Source: an optimization exercise on an open RTL-to-GDS flow (aim: small area). Production flows keep margins and buffers that such runs may drop.
The RTL was checked by simulation tests, not by an equivalence proof against the original design.
Power is estimated from default activity; no workload was simulated.

// mc6809is
module mc6809is
#(
    parameter ILLEGAL_INSTRUCTIONS="GHOST"
) 
(
    input   CLK,
    input   fallE_en,
    input   fallQ_en,
    input   [7:0]  D,
    output  [7:0]  DOut,
    output  [15:0] ADDR,
    output  RnW,
    output  BS,
    output  BA,
    input   nIRQ,
    input   nFIRQ,
    input   nNMI,
    output  AVMA,
    output  BUSY,
    output  LIC,
    input   nHALT,
    input   nRESET,
    input   nDMABREQ,
    output  [111:0] RegData
);
Settings: LEC_CHECK=0, ABC_AREA=1, CAP_MARGIN=20, CORE_MARGIN=2, CORE_UTILIZATION=30, GPL_TIMING_DRIVEN=0, PLACE_DENSITY=0.45, SETUP_SLACK_MARGIN=0.8, SLEW_MARGIN=20; clock period 10.0 ns.
standard.sh (not shown) runs the stock make flow with config.mk's settings and CLKGATE_MAP_FILE= SYNTH_SCRIPT=/design/flow/synth_recipe.tcl, a recipe that flattens the netlist after the stock synthesis.
==> flow/flow/run.sh <==
#!/bin/bash
# The standard layout (standard.sh) with three changes:
#  - synthesis maps the logic with flow/abc_area3.script (see flow/synth.tcl); the rest of the
#    synthesis is the standard flow's own (synth_recipe.tcl), so registers keep their names and cells;
#  - the buffers abc put in are removed at floorplan (REMOVE_ABC_BUFFERS), so the resizer
#    buffers the netlist itself;
#  - every input and output port gets a buf_1 instead of the default clkdlybuf4s50_1.
# All tool output goes to standard.log here and to ORFS's own logs under orfs/logs.
set -euo pipefail
export FLOW_WORK="$PWD"
export FLOW_ABC_SCRIPT="$PWD/flow/abc_area3.script"
export BUFFER_PORTS_ARGS="-buffer_cell sky130_fd_sc_hd__buf_1"
export REMOVE_ABC_BUFFERS=1
bash standard.sh "SYNTH_SCRIPT=$PWD/flow/synth.tcl" finish > standard.log 2>&1
==> flow/flow/abc_area3.script <==
strash
ifraig
dc2
dch -f
amap
strash
dc2
dch -f
amap
strash
dch -f
amap
topo
stime -c
buffer -c
dnsize -c
==> flow/flow/synth.tcl <==
# The standard flow's synthesis script (synth_recipe.tcl, in the work folder), with one change: abc maps the
# logic with flow/abc_area3.script, three rounds of AIG optimisation and area-oriented
# standard-cell mapping (amap), instead of ORFS's abc_area.script. Registers are mapped before
# abc and are untouched by it.
proc abc {args} {
  set i [lsearch -exact $args -script]
  if {$i >= 0} { lset args [expr {$i + 1}] $::env(FLOW_ABC_SCRIPT) }
  yosys abc {*}$args
}
source $::env(FLOW_WORK)/synth_recipe.tcl
==> next run, changes <==
==> flow/flow/abc_area3.script (replaced) <==
strash
ifraig
dc2
dch -f
amap
strash
dc2
dch -f
amap
strash
dch -f
amap
topo
stime -c
buffer -c
upsize -c
dnsize -c
=> Cell count barely changes; combinational power hardly moves; global-route usage fell by 0.55 points; area after synthesis increases by 1.4%; wire length rose by 0.94%; maximum frequency goes up by 3.4%; clock skew climbs by 0.011 ns; worst setup slack is better by 0.31 ns.

Another version of the RTL of mc6809is (not shown whole).
For scale: about 3800 cells after synthesis, about 160 I/O pins.
clock: 10.0 ns
lec_check: 0
abc_area: 1
cap_margin: 20
core_margin: 2
core_utilization: 30
gpl_timing_driven: 0
place_density: 0.45
setup_slack_margin: 0.8
slew_margin: 20
==> flow/flow/run.sh <==
#!/bin/bash
# The standard layout, with two changes: a small buffer (buf_1) on every input and output
# port instead of the default clkdlybuf4s50_1, and the buffers that synthesis (abc) put in
# are taken out at floorplan, so that the resizer buffers the netlist from scratch. All tool
# output goes to standard.log here and to ORFS's own logs under orfs/logs.
set -euo pipefail
export BUFFER_PORTS_ARGS="-buffer_cell sky130_fd_sc_hd__buf_1"
export REMOVE_ABC_BUFFERS=1
bash standard.sh finish > standard.log 2>&1
Then changed:
==> flow/run.sh (new file) <==
#!/bin/bash
# synth_recipe.tcl (not shown) runs the flow's synth.tcl, then flattens the netlist and writes it again
# the make line also repeats each setting of config.mk as NAME=value (left out here)
make -C /OpenROAD-flow-scripts/flow DESIGN_CONFIG=/design/flow/config.mk WORK_HOME=/design/flow/orfs CLKGATE_MAP_FILE= SYNTH_SCRIPT=/design/flow/synth_recipe.tcl finish
--- a/flow/config.mk
+++ b/flow/config.mk
@@ -6,5 +6,4 @@
 export NUM_CORES = 4
 export LEC_CHECK = 0
-export ABC_AREA = 1
 export CAP_MARGIN = 20
 export CORE_MARGIN = 2
@@ -12,4 +11,4 @@
 export GPL_TIMING_DRIVEN = 0
 export PLACE_DENSITY = 0.45
-export SETUP_SLACK_MARGIN = 0.8
+export SETUP_SLACK_MARGIN = 0.5
 export SLEW_MARGIN = 20
removed: flow/flow/run.sh
removed: flow/standard.sh
The changed run produced a clean layout.
Clock-buffer cell count is unchanged.
Design area is higher by about 14%.
Final cell count drops by about 3%.
Setup slack loses 460 ps.
Hold slack is worse by 17 ps.
Wire length grows by 18%.
Via count grows by about 11%.
Sequential power falls by 3.5%.
Die area rises by 6.2%.
Non-clock buffer count climbs by 315.

RTL: one of the versions met above, not the one the previous note started from.
Size in the first run: about 3000 cells after synthesis, about 190 flip-flops, ~160 I/O pins, ~0.021 mm2 of cells after synthesis.
## mc6809is
module mc6809is
#(
    parameter ILLEGAL_INSTRUCTIONS="GHOST"
) 
(
    input   CLK,
    input   fallE_en,
    input   fallQ_en,
    input   [7:0]  D,
    output  [7:0]  DOut,
    output  [15:0] ADDR,
    output  RnW,
    output  BS,
    output  BA,
    input   nIRQ,
    input   nFIRQ,
    input   nNMI,
    output  AVMA,
    output  BUSY,
    output  LIC,
    input   nHALT,
    input   nRESET,
    input   nDMABREQ,
    output  [111:0] RegData
);
Settings: LEC_CHECK=0, ABC_AREA=1, CAP_MARGIN=15, CORE_MARGIN=2, CORE_UTILIZATION=30, CTS_BUF_LIST=sky130_fd_sc_hd__clkbuf_8 sky130_fd_sc_hd__clkbuf_16, GPL_TIMING_DRIVEN=0, PLACE_DENSITY=0.45, SETUP_SLACK_MARGIN=0.5, SLEW_MARGIN=15; clock period 10.0 ns.
==> flow/flow/run.sh <==
#!/bin/bash
# The standard layout (standard.sh) with three changes:
#  - synthesis maps the logic with flow/abc_area3.script (see flow/synth.tcl); the rest of the
#    synthesis is the standard flow's own (synth_recipe.tcl), so registers keep their names and cells;
#  - the buffers abc put in are removed at floorplan (REMOVE_ABC_BUFFERS), so the resizer
#    buffers the netlist itself;
#  - every input and output port gets a buf_1 instead of the default clkdlybuf4s50_1.
# All tool output goes to standard.log here and to ORFS's own logs under orfs/logs.
set -euo pipefail
export FLOW_WORK="$PWD"
export FLOW_ABC_SCRIPT="$PWD/flow/abc_area3.script"
export BUFFER_PORTS_ARGS="-buffer_cell sky130_fd_sc_hd__buf_1"
export REMOVE_ABC_BUFFERS=1
bash standard.sh "SYNTH_SCRIPT=$PWD/flow/synth.tcl" finish > standard.log 2>&1
==> flow/flow/abc_area3.script <==
strash
ifraig
dc2
dch -f
amap
strash
dc2
dch -f
amap
strash
dch -f
amap
topo
stime -c
buffer -c
upsize -c
dnsize -c
Scripts as last shown in full above: flow/flow/synth.tcl
Then changed:
--- a/flow/config.mk
+++ b/flow/config.mk
@@ -7,10 +7,9 @@
 export LEC_CHECK = 0
 export ABC_AREA = 1
-export CAP_MARGIN = 15
+export CAP_MARGIN = 20
 export CORE_MARGIN = 2
 export CORE_UTILIZATION = 30
-export CTS_BUF_LIST = sky130_fd_sc_hd__clkbuf_8 sky130_fd_sc_hd__clkbuf_16
 export GPL_TIMING_DRIVEN = 0
 export PLACE_DENSITY = 0.45
 export SETUP_SLACK_MARGIN = 0.5
-export SLEW_MARGIN = 15
+export SLEW_MARGIN = 20
- The new run finished clean
- synthesized area does not change
- via count barely changes
- cell area goes down by about 1.6%
- utilization fell by 0.56 points
- critical path depth is unchanged
- hold slack improves by 0.014 ns
- sequential share of layout area grows by 0.36 points
- power falls by about 0.7%
- cell count decreases by about 0.7%
- worst setup slack gets better by 0.15 ns
- fmax goes up by about 1.5%
Then changed:
==> flow/flow/abc_area3.script (replaced) <==
strash
ifraig
dc2
dch -f
amap
strash
dc2
dch -f
amap
strash
dch -f
amap
topo
stime -c
buffer -c
dnsize -c
--- a/flow/config.mk
+++ b/flow/config.mk
@@ -9,7 +9,8 @@
 export CAP_MARGIN = 20
 export CORE_MARGIN = 2
-export CORE_UTILIZATION = 30
+export CORE_UTILIZATION = 35
+export CTS_BUF_LIST = sky130_fd_sc_hd__clkbuf_8 sky130_fd_sc_hd__clkbuf_16
 export GPL_TIMING_DRIVEN = 0
-export PLACE_DENSITY = 0.45
-export SETUP_SLACK_MARGIN = 0.5
+export PLACE_DENSITY = 0.5
+export SETUP_SLACK_MARGIN = 0.8
 export SLEW_MARGIN = 20
Effect: The new run produced a clean layout. Design area goes up by 1.0%. Setup slack stays flat. Worst hold slack stays flat. Count of clock-buffer cells in the layout stays the same. Utilization came out higher by 7.1 points. Total power goes down by 2.7%.
Then changed:
==> flow/flow/abc_area3.script (replaced) <==
strash
ifraig
dc2
dch -f
amap
strash
dc2
dch -f
amap
strash
dch -f
amap
topo
stime -c
buffer -c
upsize -c
dnsize -c
--- a/flow/config.mk
+++ b/flow/config.mk
@@ -7,5 +7,5 @@
 export LEC_CHECK = 0
 export ABC_AREA = 1
-export CAP_MARGIN = 20
+export CAP_MARGIN = 15
 export CORE_MARGIN = 2
 export CORE_UTILIZATION = 35
@@ -13,4 +13,4 @@
 export GPL_TIMING_DRIVEN = 0
 export PLACE_DENSITY = 0.5
-export SETUP_SLACK_MARGIN = 0.8
-export SLEW_MARGIN = 20
+export SETUP_SLACK_MARGIN = 0.5
+export SLEW_MARGIN = 15
After rerunning:
- core utilization goes down by 1.7 points
- design area goes down by a few percent
- worst hold slack is worse by 0.011 ns
- count of clock-buffer cells in the layout stays the same
- global-route usage shrinks by 2.8 points
- wire length falls by a few percent

==> separate check: timing with driven ports <==
How much do the figures lean on ideal ports? The routed layouts below were timed once more, with nothing changed but the port constraints. Step 1, drivers: a clkbuf_16 drives CLK and a buf_2 each remaining input, both assumed. Step 2 also shifts input and output timing later by t, the mid clock arrival at the registers, as if the neighbouring blocks saw the same clock. Three values: ideal ports, drivers, drivers and shift; two values: the first two.
run	t (ns)	setup WS [ns]	cell pins on the clock port's net
the first run of note 1	0.612	0.478 / 0.525 / -0.087	1
the second run of note 1	0.605	0.790 / 0.790 / 0.294	1
the first run of note 2	0.611	0.839 / 0.839 / 0.354	1
the second run of note 2	0.615	0.384 / 0.384 / -0.084	1
the first run of note 3	0.593	0.357 / 0.393 / -0.200	1
the second run of note 3	0.605	0.504 / 0.548 / -0.058	1
the third run of note 3	0.583	0.503 / 0.537 / -0.046	1
the fourth run of note 3	0.585	0.414 / 0.454 / -0.131	1
With both steps, setup timing fails in 6 of these runs, where it was met with ideal ports. For the first run of note 1, which loses most, drivers alone change the setup slack by +0.047 ns; drivers and shift together by -0.565 ns.
